Background: an optimization exercise with open tools, aiming at small area and a short achievable clock period. Do not read the settings as production practice. Where RTL was checked, it was by simulation tests only, not by an equivalence proof against the original. The RTL of run 2 was laid out without a check of its function. No activity file was given, so power comes from the tool's default toggle rates.

==> flow/design.v, too long to show whole: its modules and the start of the top module <==
// module dff: 11 lines
// module pldff: 13 lines
// module full_adder: 14 lines
// module CLA4: 59 lines
// module adder_sub_16bit: 63 lines
// module psa_16bit: 43 lines
// module RED: 41 lines
// module mux_3_1: 16 lines
// module shifter: 191 lines
// module alu_16bit: 57 lines
// module FLAG_Register: 28 lines
// module read_decoder_4_16: 21 lines
// module write_decoder_4_16: 24 lines
// module bit_cell: 15 lines
// module register: 27 lines
// module register_file: 214 lines
// module pc_register: 22 lines
// module pc_control: 59 lines
// module Control_Unit: 160 lines
// module Forwarding_Unit: 40 lines
// module Hazard_Detection_Unit: 47 lines
// module IFID: 29 lines
// module IDEX: 155 lines
// module EXMEM: 71 lines
// module MEMWB: 76 lines
// module one_hot_8: 15 lines
// module one_hot_64: 14 lines
// module one_hot_4: 6 lines
// module cache_cell: 18 lines
// module cache_word: 19 lines
// module data_set: 24 lines
// module data_way_array: 21 lines
// module metadata_way_array: 26 lines
// module cache: 51 lines
// module cache_fill_fsm: 83 lines
// module pipelined_cache_control: 141 lines
// module cpu: 305 lines
module cpu (
    input clk,rst,
    output hlt,
    output [15:0]pc,
    output [15:0]mem_addr,
    output mem_enable,
    output mem_wr,
    output [15:0]mem_data_in,
    input [15:0]mem_data_out,
    input mem_data_valid
);
  // ...
==> flow/run.sh <==
#!/bin/bash
# synth_recipe.tcl (not shown) runs the flow's synth.tcl, then flattens the netlist and writes it again
# the make line also repeats each setting of config.mk as NAME=value (left out here)
make -C /OpenROAD-flow-scripts/flow DESIGN_CONFIG=/design/flow/config.mk WORK_HOME=/design/flow/orfs CLKGATE_MAP_FILE= SYNTH_SCRIPT=/design/flow/synth_recipe.tcl finish
==> flow/config.mk <==
export PLATFORM = sky130hd
export DESIGN_NAME = cpu
export DESIGN_NICKNAME = cpu
export VERILOG_FILES = /design/flow/design.v
export SDC_FILE = /design/flow/constraint.sdc
export NUM_CORES = 4
export LEC_CHECK = 0
export CAP_MARGIN = 20
export CORE_MARGIN = 2
export CORE_UTILIZATION = 30
export SLEW_MARGIN = 20
==> flow/constraint.sdc <==
create_clock -name core_clock -period 14.2 [get_ports {clk}]
set_input_delay 2.8400 -clock core_clock [delete_from_list [all_inputs] [get_ports {clk}]]
set_output_delay 2.8400 -clock core_clock [all_outputs]
set_load 0.01 [all_outputs]
==> out/results.ini, run 1 <==
[critical_path]
worst_r2r_endpoint = pcReg.ff12.q
endpoint_kind = flip-flop
critPathKind = in2reg
cp.arrival_ns = 14.36

[synthesis]
synth.top_cells.by_count = sky130_fd_sc_hd__nand2_1 (4283), sky130_fd_sc_hd__dfxtp_1 (2734), sky130_fd_sc_hd__a21oi_1 (2722)
synth_seq_cells = 2734
post_synth.cell_area_avg_um2 = 7.56
synthesis.instances = 16900
yosysUniqueCellTypes = 112
most_frequent_cell_after_synthesis = sky130_fd_sc_hd__nand2_1
yosysWarnings = 13
synth_top_cells_by_area = sky130_fd_sc_hd__dfxtp_1 (43%), sky130_fd_sc_hd__nand2_1 (13%), sky130_fd_sc_hd__a21oi_1 (11%)

[power_and_ir_drop]
finalPower_uw = 16400
powerComb_uw = 823
clock_power_uw = 7910
p_seq_uw = 7720
top_power_group = the clock network
total_switching_power_uw = 4100

[detailed_routing]
dr.pass1.iters = 9
drc = 0
wl_met3_um = 65600

[layout]
multi_input_logic_portion_of_the_cell_area = 0.469
layout-drive-gt1-share = 0.0882
area_growth_pct = 13.7
flops_and_latches = 2734
nMultiInputCombCells = 12500
non_clock_buffers_area_share = 0.0348

[timing]
fmax_ghz = 0.0738
finalHoldViolCount = 0
grt_setup_unrepaired = no
setup-violations-final = 0
tightest_slew_ns = 1.21
final_max_slew_viols = 0

[floorplan]
core-area_um2 = 424000
start_util = 0.302
std_cell_rows = 239

[global_route]
grt_pass1_vias = 115000
globalRouteMet2Util = 0.399
grt_overflow = 0
pin_count_of_the_biggest_net_entering_global_routing = 243

[clocking]
clk-insertion-delay-late_ns = 0.99

[job]
maxCapViolCount = 0

[run_status]
status = complete, no violations

==> module cpu, before the edit <==
module cpu (
    input clk,rst,
    output hlt,
    output [15:0]pc,
    output [15:0]mem_addr,
    output mem_enable,
    output mem_wr,
    output [15:0]mem_data_in,
    input [15:0]mem_data_out,
    input mem_data_valid
);
wire [15:0]IF_pc, IF_pc_next, IF_instr, Cache_instr, IF_instr_next;
wire Icache_stall, Dcache_stall, Icache_Hit, Dcache_Hit;
wire stall_cache, nop;
wire [15:0]ID_pc, ID_instr, ID_ReadData1, ID_ReadData2, ID_ReadData2_rf, ID_Imm;
wire [3:0]ID_rd, ID_rs, ID_rt;
wire ID_RegDst, ID_Branch, ID_MemRead, ID_MemtoReg, ID_MemWrite, ID_ALUSrc;
wire ID_RegWrite, ID_BranchReg, ID_MemEnable,ID_LoadUpper, ID_PCSave, ID_Halt, ID_FLAG_Enable;
wire [15:0]EX_pc, EX_instr, EX_ReadData1, EX_ReadData2, EX_Imm, EX_AluResult, EX_aluB;
wire [3:0]EX_rd, EX_rs, EX_rt;
wire EX_RegDst, EX_Branch, EX_MemRead, EX_MemtoReg, EX_MemWrite, EX_ALUSrc;
wire EX_RegWrite, EX_BranchReg, EX_MemEnable, EX_LoadUpper, EX_PCSave, EX_Halt, EX_FLAG_Enable;
wire [2:0]EX_flags;
wire EX_alu_overflow, EX_alu_zero;
wire [15:0]alu_in1, alu_in2;
wire [15:0]MEM_instr, MEM_ReadData2, MEM_AluResult, MEM_pc, MEM_DataOut, MEM_DataIn;
wire [3:0]MEM_rd;
wire  MEM_Halt, MEM_MemRead, MEM_MemWrite, MEM_MemtoReg, MEM_RegWrite, MEM_PCSave;
wire [15:0]WB_instr,WB_ReadData2, WB_AluResult, WB_WriteData, WB_pc, WB_MemDataOut;
wire [3:0]WB_rd;
wire WB_Halt, WB_MemtoReg, WB_RegWrite, WB_PCSave;
wire [1:0]ForwardA, ForwardB;
wire stall, flush, LoadToUse;
wire Branch_taken, mem_to_mem;
wire LoadToUse_rt, LoadToUse_rs, LoadToSave;
pc_register pcReg(
	.clk(clk), 
	.rst(rst),  
	.WriteEnable(~stall & ~ID_Halt & ~stall_cache), 
    .d(IF_pc_next),
    .q(IF_pc)
);
pipelined_cache_control cache_ctrl(
    .clk(clk),
    .rst(rst),
    .Icache_write(1'b0),
    .Icache_read(~rst & ~stall),
    .Dcache_write(MEM_MemWrite),
    .Dcache_read(MEM_MemRead),
    .Icache_addr(IF_pc),
    .Dcache_addr(MEM_AluResult),
    .memory_data_in(MEM_DataIn),
    .Icache_instr_out(IF_instr),
    .Dcache_data_out(MEM_DataOut),
    .Icache_stall(Icache_stall),
    .Dcache_stall(Dcache_stall),
    .Icache_Hit(Icache_Hit),
    .Dcache_Hit(Dcache_Hit),
    .mem_addr(mem_addr),
    .mem_enable(mem_enable),
    .mem_wr(mem_wr),
    .mem_data_in(mem_data_in),
    .mem_data_out(mem_data_out),
    .mem_data_valid(mem_data_valid)
);
IFID if_id(
    .clk(clk),
    .rst(rst),
    .flush(flush),
    .stall(stall | Dcache_stall),
    .IF_pc(IF_pc),
    .IF_instr(IF_instr),
    .ID_pc(ID_pc),
    .ID_instr(ID_instr)
);
register_file rf(
    .clk(clk),
    .rst(rst),
    .src_reg1(ID_rs),
    .src_reg2(ID_rt),
    .dst_reg(WB_rd),
    .write_reg(WB_RegWrite),
    .dst_data(WB_WriteData),
    .src_data1(ID_ReadData1),
    .src_data2(ID_ReadData2_rf)
);
Control_Unit cu(
    .instr(ID_instr),
    .opcode(ID_instr[15:12]),
    .rst(rst),
    .RegDst(ID_RegDst),
    .Branch(ID_Branch),
    .MemRead(ID_MemRead),
    .MemtoReg(ID_MemtoReg),
    .MemWrite(ID_MemWrite),
    .ALUSrc(ID_ALUSrc),
    .RegWrite(ID_RegWrite),
    .BranchReg(ID_BranchReg),
    .MemEnable(ID_MemEnable),
    .LoadUpper(ID_LoadUpper),
    .PCSave(ID_PCSave),
    .Halt(),
    .FLAG_Enable(ID_FLAG_Enable)
);
IDEX id_ex(
    .clk(clk),
    .rst(rst),
    .flush(flush),
    .stall(Dcache_stall),
    .ID_pc(ID_pc),
    .ID_instr(ID_instr),
    .ID_ReadData1(ID_ReadData1),
    .ID_ReadData2(ID_ReadData2),
    .ID_Imm(ID_Imm),
    .ID_rd(ID_rd),
    .ID_rs(ID_rs),
    .ID_rt(ID_rt),
    .ID_RegDst(ID_RegDst),
    .ID_Branch(ID_Branch),
    .ID_MemRead(ID_MemRead),
    .ID_MemtoReg(ID_MemtoReg),
    .ID_MemWrite(ID_MemWrite),
    .ID_ALUSrc(ID_ALUSrc),
    .ID_RegWrite(ID_RegWrite),
    .ID_BranchReg(ID_BranchReg),
    .ID_MemEnable(ID_MemEnable),
    .ID_LoadUpper(ID_LoadUpper),
    .ID_PCSave(ID_PCSave),
    .ID_Halt(ID_Halt),
    .ID_FLAG_Enable(ID_FLAG_Enable),
    .EX_pc(EX_pc),
    .EX_instr(EX_instr),
    .EX_ReadData1(EX_ReadData1),
    .EX_ReadData2(EX_ReadData2),
    .EX_Imm(EX_Imm),
    .EX_rd(EX_rd),
    .EX_rs(EX_rs),
    .EX_rt(EX_rt),
    .EX_RegDst(EX_RegDst),
    .EX_Branch(EX_Branch),
    .EX_MemRead(EX_MemRead),
    .EX_MemtoReg(EX_MemtoReg),
    .EX_MemWrite(EX_MemWrite),
    .EX_ALUSrc(EX_ALUSrc),
    .EX_RegWrite(EX_RegWrite),
    .EX_BranchReg(EX_BranchReg),
    .EX_MemEnable(EX_MemEnable),
    .EX_LoadUpper(EX_LoadUpper),
    .EX_PCSave(EX_PCSave),
    .EX_Halt(EX_Halt),
    .EX_FLAG_Enable(EX_FLAG_Enable)
);
alu_16bit ALU(
    .alu_in1(alu_in1),
    .alu_in2(alu_in2),
    .opcode(EX_instr[15:12]),
    .alu_out(EX_AluResult),
    .zero(EX_alu_zero),
    .err(EX_alu_overflow)
);
FLAG_Register fr(
    .clk(clk),
    .rst(rst),
    .alu_result(EX_AluResult),
    .EX_instr(EX_instr),
    .opcode(EX_instr[15:12]),
    .FLAG_Enable(EX_FLAG_Enable),
    .alu_overflow(EX_alu_overflow),
    .f(EX_flags)
);
EXMEM ex_mem(
    .clk(clk),
    .rst(rst),
    .stall(Dcache_stall),
    .EX_MemRead(EX_MemRead),
    .EX_MemtoReg(EX_MemtoReg),
    .EX_MemWrite(EX_MemWrite),
    .EX_RegWrite(EX_RegWrite),
    .EX_Halt(EX_Halt),
    .EX_rd(EX_rd),
    .EX_AluResult(EX_AluResult),
    .EX_ReadData2(EX_ReadData2),
    .EX_instr(EX_instr),
    .EX_PCSave(EX_PCSave),
    .EX_pc(EX_pc),
    .MEM_Halt(MEM_Halt),
    .MEM_MemRead(MEM_MemRead),
    .MEM_MemWrite(MEM_MemWrite),
    .MEM_MemtoReg(MEM_MemtoReg),
    .MEM_RegWrite(MEM_RegWrite),
    .MEM_rd(MEM_rd),
    .MEM_AluResult(MEM_AluResult),
    .MEM_ReadData2(MEM_ReadData2),
    .MEM_instr(MEM_instr),
    .MEM_PCSave(MEM_PCSave),
    .MEM_pc(MEM_pc)
);
MEMWB mem_wb(
    .clk(clk),
    .rst(rst),
    .stall(Dcache_stall),
    .MEM_DataOut(MEM_DataOut),
    .MEM_RegWrite(MEM_RegWrite),
    .MEM_MemtoReg(MEM_MemtoReg),
    .MEM_Halt(MEM_Halt),
    .MEM_rd(MEM_rd),
    .MEM_AluResult(MEM_AluResult),
    .MEM_ReadData2(MEM_DataIn),
    .MEM_instr(MEM_instr),
    .MEM_PCSave(MEM_PCSave),
    .MEM_pc(MEM_pc),
    .WB_MemDataOut(WB_MemDataOut),
    .WB_RegWrite(WB_RegWrite),
    .WB_MemtoReg(WB_MemtoReg),
    .WB_Halt(WB_Halt),
    .WB_rd(WB_rd),
    .WB_AluResult(WB_AluResult),
    .WB_ReadData2(WB_ReadData2),
    .WB_instr(WB_instr),
    .WB_PCSave(WB_PCSave),
    .WB_pc(WB_pc)
);
pc_control pc_ctrl(
    .c(ID_instr[11:9]),
    .i(ID_instr[8:0]),
    .f(EX_flags),
    .Branch(ID_Branch),
    .BranchReg(ID_BranchReg),
    .Halt(ID_Halt),
    .Rs_data(ID_ReadData1),
    .pc_in(IF_pc),
    .pc_out(IF_pc_next),
    .Branch_taken(Branch_taken)
);
Forwarding_Unit forwarding(
    .EX_rs(EX_rs),
    .EX_rt(EX_rt),
    .EX_rd(EX_rd),
    .EX_opcode(EX_instr[15:12]),
    .MEM_opcode(MEM_instr[15:12]),
    .MEM_rd(MEM_rd),
    .MEM_RegWrite(MEM_RegWrite),
    .MEM_MemWrite(MEM_MemWrite),
    .WB_rd(WB_rd),
    .WB_RegWrite(WB_RegWrite),
    .ForwardA(ForwardA),
    .ForwardB(ForwardB),
    .mem_to_mem(mem_to_mem)
);
Hazard_Detection_Unit hazard(
    .ID_rs(ID_rs),
    .ID_rt(ID_rt),
    .EX_rd(EX_rd),
    .EX_rs(EX_rs),
    .MEM_rd(MEM_rd),
    .ID_instr(ID_instr),
    .EX_instr(EX_instr),
    .MEM_instr(MEM_instr),
    .EX_RegWrite(EX_RegWrite),
    .MEM_RegWrite(MEM_RegWrite),
    .ID_MemRead(ID_MemRead),
    .EX_MemRead(EX_MemRead),
    .Branch_taken(Branch_taken),
    .stall(stall),
    .flush(flush),
    .LoadToUse(LoadToUse),
    .LoadToUse_rs(LoadToUse_rs),
    .LoadToSave(LoadToSave)
);
assign ID_rs = (ID_instr[15:12] == 4'b1010) ? ID_rd :     
	           (ID_instr[15:12] == 4'b1011) ? ID_rd :     
	   		    ID_instr[7:4]; 
assign ID_rt = ID_MemEnable ? ID_instr[11:8]:
              (ID_instr[15:12]==4'b0100)? ID_rd:     
              (ID_instr[15:12]==4'b0101)? ID_rd:     
              (ID_instr[15:12]==4'b0110)? ID_rd:     
			   ID_instr[3:0];
assign ID_rd = ID_instr[11:8];
assign ID_Imm = (ID_instr[15:12] == 4'b1000) ? ({{12'b1{ID_instr[3]}},ID_instr[3:0]} << 1'b1) :  
                (ID_instr[15:12] == 4'b1001) ? ({{12'b1{ID_instr[3]}},ID_instr[3:0]} << 1'b1) :  
                (ID_instr[15:12] == 4'b1010) ? {8'b0,ID_instr[7:0]}:  
                (ID_instr[15:12] == 4'b1011) ? {ID_instr[7:0], 8'b0}:  
                {{5'd12{1'b0}},ID_instr[3:0]};
assign EX_aluB =(EX_ALUSrc) ? EX_Imm : EX_ReadData2;
assign alu_in1 =(LoadToUse_rs) ? MEM_DataOut : 
                (ForwardA == 2'b10) ? MEM_AluResult :
                (ForwardA == 2'b01) ?  WB_WriteData: 
                (EX_instr[15:12] == 4'b1110) ? EX_pc:
                EX_ReadData1;
assign alu_in2 = 
                (ForwardB == 2'b10) ? MEM_AluResult :
                (ForwardB == 2'b01) ? WB_WriteData :
                (EX_instr[15:12] == 4'b1110) ? 16'd2 :
                EX_aluB;
assign ID_ReadData2= LoadToSave ? MEM_DataOut : ID_ReadData2_rf;
assign WB_WriteData = (WB_MemtoReg) ? WB_MemDataOut : 
                       WB_AluResult;
assign MEM_DataIn = mem_to_mem ? WB_MemDataOut :
                    MEM_ReadData2;
assign stall_cache = Dcache_stall | Icache_stall;
assign nop = (IF_instr == 16'h4000);
assign ID_Halt = (ID_instr[15:12] == 4'b1111);
assign hlt = WB_Halt;
assign pc = IF_pc;
endmodule 
==> run 2: changes to the inputs <==
==> flow/design.v (replaced) <==
module cpu (
    input clk, rst,
    output hlt,
    output [15:0] pc,
    output [15:0] mem_addr,
    output mem_enable,
    output mem_wr,
    output [15:0] mem_data_in,
    input [15:0] mem_data_out,
    input mem_data_valid
);
reg [15:0] pc_q;
reg [15:0] id_pc, id_instr;
reg [15:0] ex_pc, ex_instr, ex_rd1, ex_rd2;
reg        ex_regwrite;
reg [15:0] mem_alu, mem_rd2;
reg [3:0]  mem_rd;
reg        mem_memread, mem_memwrite, mem_regwrite, mem_halt;
reg [15:0] wb_alu, wb_mdo;
reg [3:0]  wb_rd;
reg        wb_regwrite, wb_memtoreg, wb_halt;
reg        fz, fv, fn;
wire [15:0] wb_data = wb_memtoreg ? wb_mdo : wb_alu;
wire [3:0] id_op = id_instr[15:12];
wire id_nop = (id_instr == 16'h4000);
wire id_isLB = (id_op == 4'hA) | (id_op == 4'hB);
wire id_rtsel = (id_op == 4'h8) | (id_op == 4'h9) | (id_op == 4'h4) | (id_op == 4'h5) | (id_op == 4'h6);
wire [3:0] id_rs = id_isLB ? id_instr[11:8] : id_instr[7:4];
wire [3:0] id_rt = id_rtsel ? id_instr[11:8] : id_instr[3:0];
wire id_regwrite = ~id_nop & ~((id_op == 4'h9) | (id_op == 4'hC) | (id_op == 4'hD) | (id_op == 4'hF));
wire id_halt = (id_op == 4'hF);
wire id_isB = (id_op == 4'hC);
wire id_isBR = (id_op == 4'hD);
wire id_isBranch = id_isB | id_isBR;
reg [15:0] rf [1:15];
integer ri;
always @(posedge clk) begin
    if (rst) begin
        for (ri = 1; ri < 16; ri = ri + 1) rf[ri] <= 16'h0;
    end else if (wb_regwrite && wb_rd != 4'd0) begin
        rf[wb_rd] <= wb_data;
    end
end
wire [15:0] rf_r1 = (id_rs == 4'd0) ? 16'h0 : rf[id_rs];
wire [15:0] rf_r2 = (id_rt == 4'd0) ? 16'h0 : rf[id_rt];
wire [15:0] id_rd1 = (wb_regwrite && wb_rd == id_rs) ? wb_data : rf_r1;
wire [15:0] id_rd2_rf = (wb_regwrite && wb_rd == id_rt) ? wb_data : rf_r2;
wire [15:0] mem_dout;
wire id_load_to_save = mem_memread & (id_op == 4'h9);
wire [15:0] id_rd2 = id_load_to_save ? mem_dout : id_rd2_rf;
wire stall = id_isBranch & mem_memread & (id_rs == mem_rd);
wire [2:0] bc = id_instr[11:9];
wire Zf, Vf, Nf;
reg bcond;
always @(*) begin
    case (bc)
        3'b000: bcond = ~Zf;
        3'b001: bcond = Zf;
        3'b010: bcond = ~Zf & ~Nf;
        3'b011: bcond = Nf;
        3'b100: bcond = Nf | (~Zf & ~Nf);
        3'b101: bcond = Nf | Zf;
        3'b110: bcond = Vf;
        default: bcond = 1'b1;
    endcase
end
wire taken = id_isBranch & bcond;
wire flush = taken;
wire [15:0] pc_p2_raw = pc_q + 16'd2;
wire pc_p2_ov = ~pc_q[15] & pc_p2_raw[15];
wire [15:0] pc_p2 = pc_p2_ov ? 16'h8000 : pc_p2_raw;
wire [15:0] boff = {{6{id_instr[8]}}, id_instr[8:0], 1'b0};
wire [15:0] tgt_raw = pc_q + boff;
wire tgt_ov = ~(pc_q[15] ^ boff[15]) & (tgt_raw[15] ^ pc_q[15]);
wire [15:0] tgt = tgt_ov ? (tgt_raw[15] ? 16'h8000 : 16'h7fff) : tgt_raw;
wire [15:0] next_pc = (id_isB & taken) ? tgt : (id_isBR & taken) ? id_rd1 : pc_p2;
wire [3:0] ex_op = ex_instr[15:12];
wire ex_nop = (ex_instr == 16'h4000);
wire ex_isLB = (ex_op == 4'hA) | (ex_op == 4'hB);
wire ex_isSave = (ex_op == 4'h9);
wire ex_isMem = (ex_op == 4'h8) | (ex_op == 4'h9);
wire ex_rtsel = ex_isMem | (ex_op == 4'h4) | (ex_op == 4'h5) | (ex_op == 4'h6);
wire [3:0] ex_rs = ex_isLB ? ex_instr[11:8] : ex_instr[7:4];
wire [3:0] ex_rt = ex_rtsel ? ex_instr[11:8] : ex_instr[3:0];
wire [3:0] ex_rd = ex_instr[11:8];
wire ex_alusrc = ~ex_nop & (ex_rtsel | ex_isLB);
wire [15:0] ex_imm = ex_isMem ? {10'b0, ex_instr[3], ex_instr[3:0], 1'b0} :
                     (ex_op == 4'hA) ? {8'b0, ex_instr[7:0]} :
                     (ex_op == 4'hB) ? {ex_instr[7:0], 8'b0} :
                     {12'b0, ex_instr[3:0]};
wire ex_flag_en = ~ex_nop & ((ex_op == 4'h0) | (ex_op == 4'h1) | (ex_op == 4'h2) |
                             (ex_op == 4'h4) | (ex_op == 4'h5) | (ex_op == 4'h6));
wire ex_isPCS = (ex_op == 4'hE);
wire mem_fwd = mem_regwrite & (mem_rd != 4'd0);
wire wb_fwd = wb_regwrite & (wb_rd != 4'd0);
wire fa10 = mem_fwd & (mem_rd == ex_rs);
wire fa01 = wb_fwd & (wb_rd == ex_rs);
wire l2u = mem_memread & (ex_rs == mem_rd);
wire fb_dis = ex_isLB | ex_isSave;
wire fb10 = mem_fwd & (mem_rd == ex_rt) & ~fb_dis;
wire fb01 = wb_fwd & (wb_rd == ex_rt) & ~fb_dis;
wire [15:0] a = l2u ? mem_dout : fa10 ? mem_alu : fa01 ? wb_data : ex_isPCS ? ex_pc : ex_rd1;
wire [15:0] b = fb10 ? mem_alu : fb01 ? wb_data : ex_isPCS ? 16'd2 : (ex_alusrc ? ex_imm : ex_rd2);
wire [15:0] add_raw = a + b;
wire add_ov = ~(a[15] ^ b[15]) & (add_raw[15] ^ a[15]);
wire [15:0] add_res = add_ov ? (a[15] ? 16'h8000 : 16'h7fff) : add_raw;
wire [15:0] sub_raw = a - b;
wire sub_ovq = (a[15] ^ b[15]) & (sub_raw[15] == a[15]);    
wire [15:0] sub_res = (a[15] ^ b[15]) ? (a[15] ? 16'h8000 : 16'h7fff) : sub_raw;
wire [15:0] xor_res = a ^ b;
wire [8:0] red_s1 = {1'b0, a[7:0]} + {1'b0, b[7:0]};
wire [8:0] red_s2 = {1'b0, a[15:8]} + {1'b0, b[15:8]};
wire [8:0] red_h1 = {red_s1[8] ^ a[8] ^ b[8], red_s1[7:0]};
wire [8:0] red_h2 = {red_s2[8] ^ a[15] ^ b[15], red_s2[7:0]};
wire [9:0] red_f = {1'b0, red_h1} + {1'b0, red_h2};
wire [15:0] red_res = {{7{red_f[9]}}, red_f[8:0]};
wire [15:0] psa_res;
genvar gn;
generate for (gn = 0; gn < 4; gn = gn + 1) begin : PSA
    wire [3:0] an = a[4*gn+3:4*gn];
    wire [3:0] bn = b[4*gn+3:4*gn];
    wire [3:0] sn = an + bn;
    wire ovn = ~(an[3] ^ bn[3]) & (sn[3] ^ an[3]);
    assign psa_res[4*gn+3:4*gn] = ovn ? (an[3] ? 4'b1111 : 4'b0111) : sn;
end endgenerate
wire [3:0] sh = b[3:0];
wire [15:0] sll_res = a << sh;
wire [15:0] sra_res = $signed(a) >>> sh;
wire [31:0] ror_w = {a, a} >> sh;
wire [15:0] ror_res = ror_w[15:0];
wire [15:0] llb_res = (a & 16'hff00) | b;
wire [15:0] lhb_res = (a & 16'h00ff) | b;
reg [15:0] alu;
always @(*) begin
    case (ex_op)
        4'h0, 4'h8, 4'h9, 4'hE: alu = add_res;
        4'h1: alu = sub_res;
        4'h2: alu = xor_res;
        4'h3: alu = red_res;
        4'h7: alu = psa_res;
        4'hA: alu = llb_res;
        4'hB: alu = lhb_res;
        4'h4: alu = sll_res;
        4'h5: alu = sra_res;
        default: alu = ror_res;
    endcase
end
wire alu_err = add_ov | sub_ovq | red_f[9];
wire zen = ex_flag_en & (ex_instr != 16'h0) & ~rst;
wire vnen = zen & ((ex_op == 4'h0) | (ex_op == 4'h1));
assign Zf = rst ? 1'b0 : zen ? (alu == 16'h0) : fz;
assign Vf = rst ? 1'b0 : vnen ? alu_err : fv;
assign Nf = rst ? 1'b0 : vnen ? alu[15] : fn;
always @(posedge clk) begin
    fz <= Zf; fv <= Vf; fn <= Nf;
end
wire mem_to_mem = mem_memwrite & wb_fwd & (wb_rd == mem_rd);
wire [15:0] mem_din = mem_to_mem ? wb_mdo : mem_rd2;
wire dread = mem_memread, dwrite = mem_memwrite;
wire dacc = dread | dwrite;
wire iread = ~rst & ~stall;
wire [15:0] daddr = mem_alu;
wire [1:0] iset = pc_q[5:4];
wire [1:0] dset = daddr[5:4];
reg [9:0] it0 [0:3], it1 [0:3], dt0 [0:3], dt1 [0:3];
reg [3:0] iv0, iv1, il0, il1, dv0, dv1, dl0, dl1;
reg iml0, imv0, iml1, imv1, dml0, dmv0, dml1, dmv1;
reg icur, dcur;
reg [3:0] ireq, dreq;
reg [2:0] irecv, drecv;
wire itw = icur & (ireq == 4'd11);
wire dtw = dcur & (dreq == 4'd11);
wire iV0 = (pc_q[15:6] == it0[iset]) & iv0[iset] & ~itw;
wire iV1 = (pc_q[15:6] == it1[iset]) & iv1[iset] & ~itw;
wire dW0 = (daddr[15:6] == dt0[dset]) & dv0[dset] & ~dtw;
wire dW1 = (daddr[15:6] == dt1[dset]) & dv1[dset] & ~dtw;
wire imiss = ~(iV0 | iV1) & iread;
wire dmiss = ~(dW0 | dW1) & dacc;
wire inext = icur ? (ireq != 4'd11) : imiss;
wire dnext = dcur ? (dreq != 4'd11) : dmiss;
wire ibusy = icur | imiss;
wire dbusy = dcur | dmiss;
wire iww0 = ~iml0 | imv0;
wire iww1 = (~iml1 & ~iww0) | imv1;
wire dww0 = ~dml0 | dmv0;
wire dww1 = (~dml1 & ~dww0) | dmv1;
wire ifill = icur & imiss & mem_data_valid;
wire [4:0] iwidx = {iset, irecv};
wire iwe0 = ifill & iww0;
wire iwe1 = ifill & iww1;
wire dfillv = dmiss & mem_data_valid;
wire dde = dwrite | (dcur & dfillv);
wire dwsel = dmiss ? mem_data_valid : 1'b1;
wire [4:0] dwidx = {dset, dmiss ? drecv : daddr[3:1]};
wire dwe0 = dde & (dW0 | dww0) & dwsel;
wire dwe1 = dde & (dW1 | dww1) & dwsel;
wire [15:0] dwdata = dfillv ? mem_data_out : mem_din;
wire [4:0] iridx = {iset, pc_q[3:1]};
wire [4:0] dridx = {dset, daddr[3:1]};
wire [16*32-1:0] ic0f, ic1f, dc0f, dc1f;
genvar gw;
generate for (gw = 0; gw < 32; gw = gw + 1) begin : W
    reg [15:0] i0, i1, d0, d1;
    always @(posedge clk) begin
        if (rst) begin
            i0 <= 16'h0; i1 <= 16'h0; d0 <= 16'h0; d1 <= 16'h0;
        end else begin
            if (iwe0 && iwidx == gw) i0 <= mem_data_out;
            if (iwe1 && iwidx == gw) i1 <= mem_data_out;
            if (dwe0 && dwidx == gw) d0 <= dwdata;
            if (dwe1 && dwidx == gw) d1 <= dwdata;
        end
    end
    assign ic0f[16*gw +: 16] = i0;
    assign ic1f[16*gw +: 16] = i1;
    assign dc0f[16*gw +: 16] = d0;
    assign dc1f[16*gw +: 16] = d1;
end endgenerate
wire [15:0] ird0 = ic0f[16*iridx +: 16];
wire [15:0] ird1 = ic1f[16*iridx +: 16];
wire [15:0] drd0 = dc0f[16*dridx +: 16];
wire [15:0] drd1 = dc1f[16*dridx +: 16];
wire [15:0] if_instr = (ibusy | dbusy) ? 16'h4000 : (iV0 ? ird0 : ird1);
assign mem_dout = dbusy ? 16'h0 : (dW0 ? drd0 : drd1);
integer mi;
always @(posedge clk) begin
    if (rst) begin
        for (mi = 0; mi < 4; mi = mi + 1) begin
            it0[mi] <= 10'h0; it1[mi] <= 10'h0; dt0[mi] <= 10'h0; dt1[mi] <= 10'h0;
        end
        iv0 <= 4'h0; iv1 <= 4'h0; il0 <= 4'h0; il1 <= 4'h0;
        dv0 <= 4'h0; dv1 <= 4'h0; dl0 <= 4'h0; dl1 <= 4'h0;
    end else begin
        if (itw & iww0) begin it0[iset] <= pc_q[15:6]; iv0[iset] <= 1'b1; il0[iset] <= iml0; end
        if (itw & iww1) begin it1[iset] <= pc_q[15:6]; iv1[iset] <= 1'b1; il1[iset] <= iml0; end
        if (dtw & dww0) begin dt0[dset] <= daddr[15:6]; dv0[dset] <= 1'b1; dl0[dset] <= dml0; end
        if (dtw & dww1) begin dt1[dset] <= daddr[15:6]; dv1[dset] <= 1'b1; dl1[dset] <= dml0; end
    end
end
always @(posedge clk) begin
    if (rst) begin
        iml0 <= 1'b0; imv0 <= 1'b0; iml1 <= 1'b0; imv1 <= 1'b0;
        dml0 <= 1'b0; dmv0 <= 1'b0; dml1 <= 1'b0; dmv1 <= 1'b0;
        icur <= 1'b0; ireq <= 4'd0; irecv <= 3'd0;
        dcur <= 1'b0; dreq <= 4'd0; drecv <= 3'd0;
    end else begin
        iml0 <= il0[iset]; imv0 <= iv0[iset]; iml1 <= il1[iset]; imv1 <= iv1[iset];
        dml0 <= dl0[dset]; dmv0 <= dv0[dset]; dml1 <= dl1[dset]; dmv1 <= dv1[dset];
        icur <= inext;
        dcur <= dnext;
        if (ireq == 4'd11) ireq <= 4'd0;
        else if (inext) ireq <= icur ? (imiss ? ireq + 4'd1 : ireq) : 4'd1;
        if (dreq == 4'd11) dreq <= 4'd0;
        else if (dnext) dreq <= dcur ? (dmiss ? dreq + 4'd1 : dreq) : 4'd1;
        irecv <= (icur & imiss & mem_data_valid) ? irecv + 3'd1 : 3'd0;
        drecv <= (dcur & dmiss & mem_data_valid) ? drecv + 3'd1 : 3'd0;
    end
end
wire dcache_stall = dacc & dbusy;
wire icache_stall = iread & ibusy;
assign mem_addr = imiss ? {pc_q[15:4], ireq[2:0], 1'b0} :
                  dmiss ? {daddr[15:4], dreq[2:0], 1'b0} : 16'h0;
assign mem_enable = ibusy | dbusy;
assign mem_wr = dwrite & ~dbusy;
assign mem_data_in = mem_din;
always @(posedge clk) begin
    if (rst) pc_q <= 16'h0;
    else if (~stall & ~id_halt & ~(dcache_stall | icache_stall)) pc_q <= next_pc;
    if (rst) begin
        id_pc <= 16'h0; id_instr <= 16'h0;
    end else if (~(stall | dcache_stall)) begin
        id_pc <= flush ? 16'h0 : pc_q;
        id_instr <= flush ? 16'h4000 : if_instr;
    end
    if (rst | flush) begin
        ex_pc <= 16'h0; ex_instr <= 16'h0; ex_rd1 <= 16'h0; ex_rd2 <= 16'h0; ex_regwrite <= 1'b0;
    end else if (~dcache_stall) begin
        ex_pc <= id_pc; ex_instr <= id_instr; ex_rd1 <= id_rd1; ex_rd2 <= id_rd2; ex_regwrite <= id_regwrite;
    end
    if (rst) begin
        mem_alu <= 16'h0; mem_rd2 <= 16'h0; mem_rd <= 4'h0;
        mem_memread <= 1'b0; mem_memwrite <= 1'b0; mem_regwrite <= 1'b0; mem_halt <= 1'b0;
    end else if (~dcache_stall) begin
        mem_alu <= alu; mem_rd2 <= ex_rd2; mem_rd <= ex_rd;
        mem_memread <= (ex_op == 4'h8); mem_memwrite <= (ex_op == 4'h9);
        mem_regwrite <= ex_regwrite; mem_halt <= (ex_op == 4'hF);
    end
    if (rst) begin
        wb_alu <= 16'h0; wb_mdo <= 16'h0; wb_rd <= 4'h0;
        wb_regwrite <= 1'b0; wb_memtoreg <= 1'b0; wb_halt <= 1'b0;
    end else if (~dcache_stall) begin
        wb_alu <= mem_alu; wb_mdo <= mem_dout; wb_rd <= mem_rd;
        wb_regwrite <= mem_regwrite; wb_memtoreg <= mem_memread; wb_halt <= mem_halt;
    end
end
assign hlt = wb_halt;
assign pc = pc_q;
endmodule
==> run 2 against run 1 <==
Register-to-register slack better by 0.61 ns. Still clean on timing, DRC and antenna. Sequential power grew 2%. Final area fell by 1.3%. Clock power decreased by 1%. Via count fell by 16%. Highest routed layer unchanged. Largest cell class unchanged. Synthesized cell count is 13% lower.
==> out/results.ini, run 2 <==
[run_status]
status = complete, no violations

[placement]
port_buffer_cells = 68
place_congestion = 1.02
dpl.hpwl_um = 304000

[clocking]
clock_path_buffers = 4
cell_at_the_root_of_the_clock_tree = sky130_fd_sc_hd__clkbuf_16
post_cts_resize_count = 0
tritoncts = done
cts-hold-fix-buffers = 0
htreeDepth = 5
cts-buffers-inserted = 305
clock-sinks = 2715
post_cts_setup_buffer_count = 0
clk-insertion-delay-late_ns = 0.97  ; -0.02 ns
path_clk_slew_ns = 0.06

[detailed_routing]
via_count = 108000
initial_drc_count = 12800
drtAntennaViolNets = 0
routed_wirelength_um = 468000
dr.pass1.iters = 8  ; -1
wire_length_per_cell_after_detailed_routing_um = 23.4
avgViaCountPerCell = 5.40
drc = 0  ; unchanged

[critical_path]
dominant_cell_type_by_count_on_the_critical_path = sky130_fd_sc_hd__mux4_2
cp-start-kind = flip-flop
cp.arrival_ns = 13.67  ; -0.69 ns
timing.critical_path.fanout_max = 49
critPathKind = reg2reg
endpoint_kind = flip-flop
cp.required_ns = 15.07
crit_slowest_cell = sky130_fd_sc_hd__dfxtp_1
slowest_delay_ns = 0.78

[power_and_ir_drop]
seq_power_share = 0.488
power_density_nw_per_um2 = 112
power.share.combinational = 0.027
finalPower_uw = 16100  ; -1.9%
p_leak_uw = 0.0473
vdd.ir_drop.worst_mv = 0.0947
pwr-share-clk = 0.485
netSwitchingFraction = 0.231
total_switching_power_uw = 3730  ; -8.9%
power.internal_uw = 12400

[layout]
nets = 14300
nFillCells = 43600
area_growth_pct = 12.5
layout.cells.most_common = sky130_fd_sc_hd__nand2_1
layout-drive-gt1-share = 0.121  ; +0.0329
commonest_cells_after_routing_fill_and_taps_aside = sky130_fd_sc_hd__nand2_1 (2745), sky130_fd_sc_hd__nor2_1 (2720), sky130_fd_sc_hd__a21oi_1 (2356), sky130_fd_sc_hd__dfxtp_1 (2295), sky130_fd_sc_hd__mux4_2 (721)

[synthesis]
dominantRegCellSynth = sky130_fd_sc_hd__dfxtp_1
synth_seq_cells = 2715  ; -0.69%
yosysUniqueCellTypes = 111  ; -0.89%
post_synth.cell_area_avg_um2 = 8.68  ; +15%
synth_top_cells_by_area = sky130_fd_sc_hd__dfxtp_1 (36%), sky130_fd_sc_hd__mux4_2 (13%), sky130_fd_sc_hd__edfxtp_1 (9.7%)
synth-seq-area-share = 0.458
synth.top_cells.by_count = sky130_fd_sc_hd__nand2_1 (2749), sky130_fd_sc_hd__nor2_1 (2732), sky130_fd_sc_hd__a21oi_1 (2358)
most_frequent_cell_after_synthesis = sky130_fd_sc_hd__nand2_1
ys_async_sr_fraction = 0
synthesis.instances = 14700  ; -13%
yosysWarnings = 1  ; -12
synth-edff-count = 412
yosys.area.top_type_share = 0.361
syn_area_um2 = 128000
synth_largest_area_cell = sky130_fd_sc_hd__dfxtp_1

[job]
maxCapViolCount = 0  ; unchanged

[global_route]
grt_first_pass_wirelength_um = 687000
grt_pass1_vias = 101000  ; -13%
pin_count_of_the_biggest_net_entering_global_routing = 212  ; -13%
grt_overflow = 0  ; unchanged
initial_antenna_violation_count = 12
global_route.usage.total = 0.209

[timing]
setup-violations-final = 0  ; unchanged
tightest_slew_ns = 1.25  ; +0.0477 ns
clock-skew-final_ns = 0.111
finalHoldViolCount = 0  ; unchanged
worst_slew_margin_rel = 0.164
final_max_slew_viols = 0  ; unchanged
min_period_ns = 12.81
min_period_over_period = 0.902
tns_ns = 0
grt_setup_unrepaired = no
fmax_ghz = 0.0781  ; +5.8%

[worst_hold_path]
hold_path.class = reg2reg

[floorplan]
die_boundary_height_um = 657
start_util = 0.301  ; -0.000492
die_width_um = 657
ioPinCount = 70
fp.dieArea_um2 = 431000
core-area_um2 = 424000  ; about the same
std_cell_rows = 239  ; unchanged

## run 2: cells by family after synthesis
group | synth area share
other | 0.0000294
muxes | 0.147
adders and majority gates | 0.0100
xor gates and xnor gates | 0.00822
and+or+nand+nor | 0.193
AOI/OAI and AO/OA | 0.139
buffers and inverters | 0.0447
DFF | 0.458
## run 2: power groups by stage
stage / combinational (uW) / clock, uW / sequential, uW
floorplan: 281 / 0 / 8020
CTS: 433 / 7910 / 7870
global route: 457 / 8210 / 7880
global placement: 434 / 0 / 8040
finish: 442 / 7820 / 7870
detailed placement: 432 / 0 / 8040
## run 2: critical path, delay by kind of cell, from the launching register on
kind	cells	cell delay [ns]
multiplexers	4	2.31
AO/OA/AOI/OAI	14	4.29
adder cells (fa/ha/maj)	3	1.16
XOR/XNOR	2	0.45
AND/OR/NAND/NOR	7	2.11
buffers and inverters	5	1.53
flip-flops	1	0.78
## run 2: through the flow
stage                     hold slack, ns  setup WS, ns   util  cells  cell area, um^2
after floorplan                    0.428          4.47      -  14700           128000
after global placement             0.438          1.92  0.316  19500           134000
after detailed placement           0.443          1.69  0.316  19500           134000
after CTS                          0.449          1.63  0.339  20000           144000
after global routing               0.465         0.834  0.339  20000           144000
final                              0.449          1.39  0.339  20000           144000
## run 2: final cells by class
type | count | area [um^2] | share of cell area
diodes | 3 | 7.51 | 0.0000522
clock inverters | 90 | 905 | 0.00629
clock buffers | 446 | 8900 | 0.0619
well taps | 5663 | 7090 | 0.0493
inverters | 160 | 608 | 0.00423
repair buffers | 420 | 3450 | 0.0240
flip-flops and latches | 2715 | 58500 | 0.407
multi-input cells | 10500 | 64300 | 0.447
## run 2: final timing paths
path / startpoint / end / slack (ns) / cells past startpoint
setup / recovery: flip-flop / ex_pc[13] / 1.39 / 35
setup reg to reg: flip-flop / ex_pc[13] / 1.39 / 35
hold / removal: W[13].i0[1] / W[13].i0[1] / 0.45 / 2
hold reg to reg: W[13].i0[1] / W[13].i0[1] / 0.45 / 2
## run 2: routing by layer
layer | global-route usage | wire (um)
met5 | 0.00177 | 130
met3 | 0.0402 | 43500
met2 | 0.328 | 211000
met1 | 0.273 | 187000
met4 | 0.104 | 26800
==> run 3: changes to the inputs <==
--- a/flow/design.v
+++ b/flow/design.v
@@ -126,5 +126,6 @@
 wire [3:0] sh = b[3:0];
 wire [15:0] sll_res = a << sh;
-wire [15:0] sra_res = $signed(a) >>> sh;
+wire [31:0] sra_w = {{16{a[15]}}, a} >> sh;
+wire [15:0] sra_res = sra_w[15:0];
 wire [31:0] ror_w = {a, a} >> sh;
 wire [15:0] ror_res = ror_w[15:0];
@@ -149,7 +150,23 @@
 wire zen = ex_flag_en & (ex_instr != 16'h0) & ~rst;
 wire vnen = zen & ((ex_op == 4'h0) | (ex_op == 4'h1));
-assign Zf = rst ? 1'b0 : zen ? (alu == 16'h0) : fz;
+wire [15:0] axb = a ^ b;
+wire [15:0] aob = a | b;
+wire z_addraw = ~axb[0] & (&(axb[15:1] ~^ aob[14:0]));    
+wire z_add = z_addraw & ~(a[15] & b[15]);
+wire z_eq = (axb == 16'h0);
+reg z_new;
+always @(*) begin
+    case (ex_op[2:0])
+        3'd0: z_new = z_add;
+        3'd1, 3'd2: z_new = z_eq;
+        3'd4: z_new = (sll_res == 16'h0);
+        3'd5: z_new = (sra_res == 16'h0);
+        default: z_new = (a == 16'h0);
+    endcase
+end
+wire n_new = ex_op[0] ? ((a[15] ^ b[15]) ? a[15] : sub_raw[15]) : (add_ov ? a[15] : add_raw[15]);
+assign Zf = rst ? 1'b0 : zen ? z_new : fz;
 assign Vf = rst ? 1'b0 : vnen ? alu_err : fv;
-assign Nf = rst ? 1'b0 : vnen ? alu[15] : fn;
+assign Nf = rst ? 1'b0 : vnen ? n_new : fn;
 always @(posedge clk) begin
     fz <= Zf; fv <= Vf; fn <= Nf;
@@ -217,8 +234,21 @@
     assign dc1f[16*gw +: 16] = d1;
 end endgenerate
-wire [15:0] ird0 = ic0f[16*iridx +: 16];
-wire [15:0] ird1 = ic1f[16*iridx +: 16];
-wire [15:0] drd0 = dc0f[16*dridx +: 16];
-wire [15:0] drd1 = dc1f[16*dridx +: 16];
+wire [31:0] isel = 32'b1 << iridx;
+wire [31:0] dsel = 32'b1 << dridx;
+wire [15:0] ird0, ird1, drd0, drd1;
+genvar gb, gk;
+generate for (gb = 0; gb < 16; gb = gb + 1) begin : RB
+    wire [31:0] ci0, ci1, cd0, cd1;
+    for (gk = 0; gk < 32; gk = gk + 1) begin : K
+        assign ci0[gk] = ic0f[16*gk + gb];
+        assign ci1[gk] = ic1f[16*gk + gb];
+        assign cd0[gk] = dc0f[16*gk + gb];
+        assign cd1[gk] = dc1f[16*gk + gb];
+    end
+    assign ird0[gb] = |(ci0 & isel);
+    assign ird1[gb] = |(ci1 & isel);
+    assign drd0[gb] = |(cd0 & dsel);
+    assign drd1[gb] = |(cd1 & dsel);
+end endgenerate
 wire [15:0] if_instr = (ibusy | dbusy) ? 16'h4000 : (iV0 ? ird0 : ird1);
 assign mem_dout = dbusy ? 16'h0 : (dW0 ? drd0 : drd1);
--- a/flow/config.mk
+++ b/flow/config.mk
@@ -8,4 +8,6 @@
 export CAP_MARGIN = 20
 export CORE_MARGIN = 2
-export CORE_UTILIZATION = 30
+export CORE_UTILIZATION = 50
+export PLACE_DENSITY = 0.75
+export SETUP_SLACK_MARGIN = 5
 export SLEW_MARGIN = 20
==> run 3 against run 2 <==
Synthesized cell count up 5.7%. Combinational power increased by 17%. Worst hold slack got worse by 0.0058 ns. Power rose by 0.23%. Clock power shrank 0.5%. First-iteration DRC count rose by 72%. Maximum frequency rose by 38%. Final area is 4.0% lower. Sequential power about the same. Synthesized area shrank 2.7%. Non-clock buffer count rose by 68. Critical path depth down 23. Largest cell class unchanged.
==> out/results.ini, run 3 <==
[run_status]
status = complete, no violations

[detailed_routing]
drc = 0  ; unchanged
avgViaCountPerCell = 6.63  ; +23%
wire_length_per_cell_after_detailed_routing_um = 28.4  ; +22%
initial_drc_count = 21900  ; +72%
routed_wirelength_um = 527000  ; +12%
via_count = 123000  ; +13%
dr.pass1.iters = 8  ; unchanged
drtAntennaViolNets = 0  ; unchanged

[layout]
layout.cells.most_common = sky130_fd_sc_hd__nor2_1
commonest_cells_after_routing_fill_and_taps_aside = sky130_fd_sc_hd__nor2_1 (2901), sky130_fd_sc_hd__nand2_1 (2548), sky130_fd_sc_hd__dfxtp_1 (2293), sky130_fd_sc_hd__a21oi_1 (2260), sky130_fd_sc_hd__buf_4 (421)
area_growth_pct = 11.0
nets = 15100  ; +5.9%
layout-drive-gt1-share = 0.0839  ; -0.0372

[placement]
pre_cts_slack_ns = 3.90  ; +2.21 ns
dpl.hpwl_um = 325000  ; +6.8%
port_buffer_cells = 68  ; unchanged
place_congestion = 1.02  ; -0.36%

[critical_path]
cp.required_ns = 11.36  ; -3.71 ns
timing.critical_path.fanout_max = 35  ; -29%
cp.arrival_ns = 6.41  ; -7.26 ns
endpoint_kind = output port
cp-start-kind = flip-flop
critPathKind = reg2out

[timing]
min_period_over_period = 0.652  ; -0.250
tns_ns = 0  ; unchanged
post-route-worst-setup-slack_ns = 4.95  ; +3.55 ns
tightest_slew_ns = 1.37  ; +0.116 ns
fmax_ghz = 0.108  ; +38%
finalHoldViolCount = 0  ; unchanged
min_period_ns = 9.25  ; -3.55 ns
worst_slew_margin_rel = 0.0762  ; -0.0873
grt_setup_unrepaired = yes
setup-violations-final = 0  ; unchanged
clock-skew-final_ns = 0.115  ; +0.00387 ns
final_max_slew_viols = 0  ; unchanged

[synthesis]
synth-edff-count = 411  ; -0.24%
synthAdderAreaFrac = 0.0109  ; +0.000858
synth_xor_area_frac = 0.00986  ; +0.00164
dominantRegCellSynth = sky130_fd_sc_hd__dfxtp_1
yosysWarnings = 1  ; unchanged
synth_simple_gate_area_share = 0.222  ; +0.0289
yosys.area.top_type_share = 0.371  ; +0.00985
synth_largest_area_cell = sky130_fd_sc_hd__dfxtp_1
synth_seq_cells = 2714  ; -0.037%
synthesis.instances = 15600  ; +5.7%
post_synth.cell_area_avg_um2 = 8.00  ; -7.9%
synth-compound-area-share = 0.195  ; +0.0560
combinational_family_with_the_most_area_after_synthesis = simple AND/OR/NAND/NOR gates
most_frequent_cell_after_synthesis = sky130_fd_sc_hd__nor2_1
synth_top_cells_by_area = sky130_fd_sc_hd__dfxtp_1 (37%), sky130_fd_sc_hd__edfxtp_1 (9.9%), sky130_fd_sc_hd__a21oi_1 (9.1%)
yosysUniqueCellTypes = 102  ; -8.1%
synth-seq-area-share = 0.470  ; +0.0123
syn_area_um2 = 124000  ; -2.7%
post_synth_mux_area_share = 0.0442  ; -0.103
synth.top_cells.by_count = sky130_fd_sc_hd__nor2_1 (2994), sky130_fd_sc_hd__nand2_1 (2560), sky130_fd_sc_hd__dfxtp_1 (2303)
ys_async_sr_fraction = 0  ; unchanged

[job]
maxCapViolCount = 0  ; unchanged

[global_route]
grt_overflow = 0  ; unchanged
grt_pass1_vias = 111000  ; +10%
global_route.usage.total = 0.399  ; +0.190
initial_antenna_violation_count = 28  ; +16
grt_first_pass_wirelength_um = 752000  ; +9.4%
pin_count_of_the_biggest_net_entering_global_routing = 200  ; -5.7%

[worst_hold_path]
hold_path.class = reg2reg

[floorplan]
ioPinCount = 70  ; unchanged
fp.dieArea_um2 = 253000  ; -41%
core-area_um2 = 248000  ; -42%
die_boundary_height_um = 503  ; -23%
die_width_um = 503  ; -23%
std_cell_rows = 183  ; -23%
start_util = 0.502  ; +0.200

[clocking]
tritoncts = done
clk-insertion-delay-late_ns = 1.02  ; +0.05 ns
clock_path_buffers = 4  ; unchanged
path_clk_slew_ns = 0.06  ; about the same
cts-hold-fix-buffers = 0  ; unchanged
clock-sinks = 2714  ; -0.037%
cts-buffers-inserted = 300  ; -1.6%
htreeDepth = 5  ; unchanged
cell_at_the_root_of_the_clock_tree = sky130_fd_sc_hd__clkbuf_16

[power_and_ir_drop]
p_leak_uw = 0.0472  ; -0.12%
vdd.ir_drop.worst_mv = 0.143  ; +51%
power_density_nw_per_um2 = 117  ; +4.4%

## run 3: cell count changes in the layout (fill, tap and decap cells not counted), moves of 65 or more
cell                       previous run  this run
sky130_fd_sc_hd__a221oi_1            30       214
sky130_fd_sc_hd__nand3_1            203       314
sky130_fd_sc_hd__a22oi_1             34       414
sky130_fd_sc_hd__buf_4              356       421
sky130_fd_sc_hd__nand4_1             44       176
sky130_fd_sc_hd__mux2i_1            175       263
sky130_fd_sc_hd__mux4_2             721        98
sky130_fd_sc_hd__nor2_1            2720      2901
sky130_fd_sc_hd__nand2_1           2745      2548
sky130_fd_sc_hd__a21oi_1           2356      2260
sky130_fd_sc_hd__o22ai_1             85        17
sky130_fd_sc_hd__a22o_1               4       234
## run 3: layout make-up
cell class | instances | area [um^2]
Fill cell | 22200 | 110000
Antenna cell | 11 | 27.5
Multi-Input combinational cell | 11300 | 61200
Tap cell | 3330 | 4170
Clock buffer | 424 | 8640
Timing Repair Buffer | 488 | 3930
Sequential cell | 2714 | 58500
Clock inverter | 86 | 931
Inverter | 182 | 683
## run 3: per-stage QoR
stage                     power, uW  hold slack [ns]  cell area [um^2]   util  instances
final                         16200            0.443            138000  0.557      18500
after global routing          16400            0.461            138000  0.556      18500
after global placement         8520            0.437            128000  0.515      18000
after detailed placement       8530            0.444            128000  0.516      18000
after CTS                     16100            0.446            138000  0.555      18500
after floorplan                8320            0.431            124000      -      15600
## run 3: power breakdown
group / internal [uW] / switching [uW]
combinational: 98.9 / 417
sequential: 7840 / 35.6
clock: 4530 / 3240
total: 12500 / 3700
## run 3: kinds of logic after synthesis
group           count (synthesis)
buf+inv                      1563
fa+ha+maj                     103
xor+xnor                      140
other cells                     1
flops                        2714
simple gates                 6670
compound gates               3940
mux                           421
## run 3: worst paths after layout
kind	from	end	slack, ns	cells after the start
max	id_instr[15]	mem_addr[3]	4.95	12
max reg2reg	mem_alu[4]	ex_rd1[2]	5.17	38
min reg2reg	ex_regwrite	mem_regwrite	0.44	2
min	ex_regwrite	mem_regwrite	0.44	2
## run 3: critical path, stage by stage, from the launching register on
cell and delay (ns):
sky130_fd_sc_hd__dfxtp_1 0.62, sky130_fd_sc_hd__nor2b_1 0.33, sky130_fd_sc_hd__nand2_1 0.34, sky130_fd_sc_hd__mux2i_2 0.94, sky130_fd_sc_hd__xnor2_1 0.13, sky130_fd_sc_hd__nor3_1 0.31
sky130_fd_sc_hd__nand4_1 0.34, sky130_fd_sc_hd__and3b_1 0.31, sky130_fd_sc_hd__nand2_1 0.06, sky130_fd_sc_hd__buf_4 0.39, sky130_fd_sc_hd__nand3_1 0.32, sky130_fd_sc_hd__o21ai_0 0.60
sky130_fd_sc_hd__clkdlybuf4s50_1 0.73
## run 3: routing by layer
metal / vias to the layer above / GRT usage / wire length (um)
li1: 52600 / - / -
met1: 57000 / 0.502 / 183000
met2: 10300 / 0.559 / 210000
met3: 2859 / 0.148 / 86400
met4: 36 / 0.286 / 47300
met5: - / 0 / 220
## run 3: repair_timing
item / 4_1_cts / 5_1_grt
endpoints found under the setup margin: 130 / 121
resized for setup: 38 / 43
endpoints found under the hold margin: 0 / 0
cloned: 1 / 1
pin swaps: 4 / 5
setup buffers: 3 / 8
==> run 4: changes to the inputs <==
--- a/flow/config.mk
+++ b/flow/config.mk
@@ -10,4 +10,3 @@
 export CORE_UTILIZATION = 50
 export PLACE_DENSITY = 0.75
-export SETUP_SLACK_MARGIN = 5
 export SLEW_MARGIN = 20
==> run 4 against run 3 <==
Combinational power is essentially flat. Worst hold slack lost 0.0057 ns. Final area shrank 0.31%. Count of clock-buffer cells in the layout is the same. Critical path type is now reg2reg. Largest cell class unchanged.
==> out/results.ini, run 4 <==
[run_status]
status = complete, no violations

[synthesis]
synth-edff-count = 411  ; unchanged
yosys.area.top_type_share = 0.371  ; unchanged
synth_seq_cells = 2714  ; unchanged
most_frequent_cell_after_synthesis = sky130_fd_sc_hd__nor2_1
yosysUniqueCellTypes = 102  ; unchanged
yosysWarnings = 1  ; unchanged
dominantRegCellSynth = sky130_fd_sc_hd__dfxtp_1
synth-seq-area-share = 0.470  ; unchanged
post_synth.cell_area_avg_um2 = 8.00  ; unchanged
syn_area_um2 = 124000  ; unchanged
synth.top_cells.by_count = sky130_fd_sc_hd__nor2_1 (2994), sky130_fd_sc_hd__nand2_1 (2560), sky130_fd_sc_hd__dfxtp_1 (2303)
synth_largest_area_cell = sky130_fd_sc_hd__dfxtp_1
synthesis.instances = 15600  ; unchanged
synth_top_cells_by_area = sky130_fd_sc_hd__dfxtp_1 (37%), sky130_fd_sc_hd__edfxtp_1 (9.9%), sky130_fd_sc_hd__a21oi_1 (9.1%)
ys_async_sr_fraction = 0  ; unchanged

[clocking]
cts-hold-fix-buffers = 0  ; unchanged
cts-buffers-inserted = 300  ; unchanged
post_cts_resize_count = 0  ; -100%
tritoncts = done
post_cts_setup_buffer_count = 0  ; -3
clk-insertion-delay-late_ns = 1.04  ; +0.02 ns
cell_at_the_root_of_the_clock_tree = sky130_fd_sc_hd__clkbuf_16
clock-sinks = 2714  ; unchanged
htreeDepth = 5  ; unchanged
path_clk_slew_ns = 0.06  ; about the same
clock_path_buffers = 4  ; unchanged

[layout]
finish.utilization = 0.555  ; -0.00174
area_growth_pct = 10.6
final_area_um2 = 138000  ; -0.31%
nets = 15100  ; -0.086%
layout.cells.most_common = sky130_fd_sc_hd__nor2_1
nFillCells = 22300  ; +0.22%
layout-drive-gt1-share = 0.0809  ; -0.00296
commonest_cells_after_routing_fill_and_taps_aside = sky130_fd_sc_hd__nor2_1 (2905), sky130_fd_sc_hd__nand2_1 (2550), sky130_fd_sc_hd__dfxtp_1 (2297), sky130_fd_sc_hd__a21oi_1 (2268), sky130_fd_sc_hd__buf_4 (418)

[critical_path]
cp.arrival_ns = 11.80  ; +5.39 ns
critPathKind = reg2reg
worstPathBufferInverterCount = 3  ; +1
cp-start-kind = flip-flop
dominant_cell_type_by_count_on_the_critical_path = sky130_fd_sc_hd__o21a_1
crit_slowest_cell = sky130_fd_sc_hd__a311oi_1
timing.critical_path.fanout_max = 42  ; +20%
slowest_delay_ns = 0.79  ; -0.15 ns
cp_top_family = compound AO/OA/AOI/OAI gates
endpoint_kind = flip-flop
cp.required_ns = 15.07  ; +3.71 ns

[detailed_routing]
avgViaCountPerCell = 6.62  ; about the same
drc = 0  ; unchanged
routed_wirelength_um = 526000  ; -0.16%
via_count = 123000  ; -0.13%
drtAntennaViolNets = 0  ; unchanged
initial_drc_count = 22300  ; +1.6%
wire_length_per_cell_after_detailed_routing_um = 28.4  ; about the same
dr.pass1.iters = 9  ; +1

[global_route]
grt_first_pass_wirelength_um = 750000  ; -0.14%
global_route.usage.total = 0.398  ; -0.000649
pin_count_of_the_biggest_net_entering_global_routing = 200  ; unchanged
grt_pass1_vias = 111000  ; +0.026%
initial_antenna_violation_count = 27  ; -3.6%
grt_overflow = 0  ; unchanged

[power_and_ir_drop]
vdd.ir_drop.worst_mv = 0.144  ; +0.21%
p_leak_uw = 0.0471  ; -0.29%
finalPower_uw = 16200  ; about the same
power_density_nw_per_um2 = 118  ; +0.36%

[timing]
tightest_slew_ns = 1.37  ; -0.00587 ns
min_period_ns = 10.94  ; +1.68 ns
tns_ns = 0  ; unchanged
setup-violations-final = 0  ; unchanged
whs_ns = 0.438  ; -0.00573 ns
grt_setup_unrepaired = no
fmax_ghz = 0.0914  ; -15%
final_max_slew_viols = 0  ; unchanged
clock-skew-final_ns = 0.117  ; +0.00265 ns
finalHoldViolCount = 0  ; unchanged
worst_slew_margin_rel = 0.0888  ; +0.0126
min_period_over_period = 0.770  ; +0.119

[floorplan]
die_boundary_height_um = 503  ; unchanged
start_util = 0.502  ; unchanged
std_cell_rows = 183  ; unchanged
core-area_um2 = 248000  ; unchanged
ioPinCount = 70  ; unchanged
die_width_um = 503  ; unchanged
fp.dieArea_um2 = 253000  ; unchanged

[placement]
dpl.hpwl_um = 325000  ; unchanged
port_buffer_cells = 68  ; unchanged
place_congestion = 1.02  ; unchanged
postPlaceCellArea_um2 = 128000  ; unchanged

[job]
maxCapViolCount = 0  ; unchanged

[worst_hold_path]
hold_path.class = reg2reg

==> run 4: logic make-up after synthesis <==
logic type      synth area share
xor+xnor                 0.00986
mux                       0.0442
fa+ha+maj                 0.0109
buf+inv                   0.0480
flops                      0.470
other cells            0.0000302
compound gates             0.195
simple gates               0.222
==> run 4: final timing paths <==
check	from	endpoint	depth (start not counted)	slack [ns]
setup / recovery	mem_alu[4]	pc_q[15]	35	3.26
hold / removal	ex_regwrite	mem_regwrite	2	0.44
setup reg to reg	mem_alu[4]	pc_q[15]	35	3.26
hold reg to reg	ex_regwrite	mem_regwrite	2	0.44
==> run 4: per-layer routing <==
metal | global-route usage | wire [um] | up-vias
met5 | 0.00362 | 332 | -
met4 | 0.285 | 46700 | 30
met3 | 0.146 | 86600 | 2842
met2 | 0.559 | 209000 | 10200
met1 | 0.502 | 183000 | 56900
li1 | - | - | 52500
==> run 4: area by class of cell <==
| class | count | area (um^2) | area share |
|---|---|---|---|
| Timing Repair Buffer | 476 | 3750 | 0.0272 |
| Clock buffer | 424 | 8640 | 0.0628 |
| Tap cell | 3330 | 4170 | 0.0303 |
| Inverter | 182 | 683 | 0.00497 |
| Sequential cell | 2714 | 58500 | 0.425 |
| Multi-Input combinational cell | 11300 | 60900 | 0.443 |
| Clock inverter | 86 | 931 | 0.00677 |
| Antenna cell | 11 | 27.5 | 0.000200 |
==> run 4: power breakdown <==
| group | internal, uW | switching (uW) |
|---|---|---|
| logic | 98.3 | 416 |
| registers | 7840 | 35.8 |
| clock network | 4530 | 3250 |
==> run 4: worst reg2reg max path, delay by kind of cell (launching register included) <==
family | cells | cell delay [ns]
flip-flops | 1 | 0.74
adder cells (fa/ha/maj) | 2 | 0.82
AND/OR/NAND/NOR | 12 | 3.41
buffers and inverters | 3 | 1.19
multiplexers | 1 | 0.39
XOR/XNOR | 1 | 0.08
AO/OA/AOI/OAI | 16 | 4.14
==> run 4: metrics by stage <==
step                setup WS [ns]  cells
floorplan                    6.69  15600
global placement             4.11  18000
finish                       3.26  18500
detailed placement           3.90  18000
CTS                          3.78  18500
global route                 2.99  18500

## static timing again, ports no longer ideal
In the flow no input, the clock included, has a driving cell. The finished layouts below were timed again as built, in two steps. Step 1 assumes that a clkbuf_16 drives the clock port and a buf_2 every other input. Step 2 also shifts input and output timing later by t, the mid clock arrival at the registers, as if the neighbouring blocks saw the same clock. Three values: ideal ports, drivers, drivers and shift; two values: the first two.
run	shift t [ns]	setup slack, ns	cell pins on the clock port's net
run 1	1.071	0.656 / 0.750 / -0.321	1
run 2	1.026	1.393 / 1.393 / 1.393	1
run 3	1.068	4.948 / 4.841 / 4.848	1
run 4	1.074	3.265 / 3.265 / 3.265	1
With both steps, setup timing fails in run 1, where it was met with ideal ports. The setup slack of run 1, which loses most, moves by +0.094 ns with the drivers and by -0.977 ns with both steps.
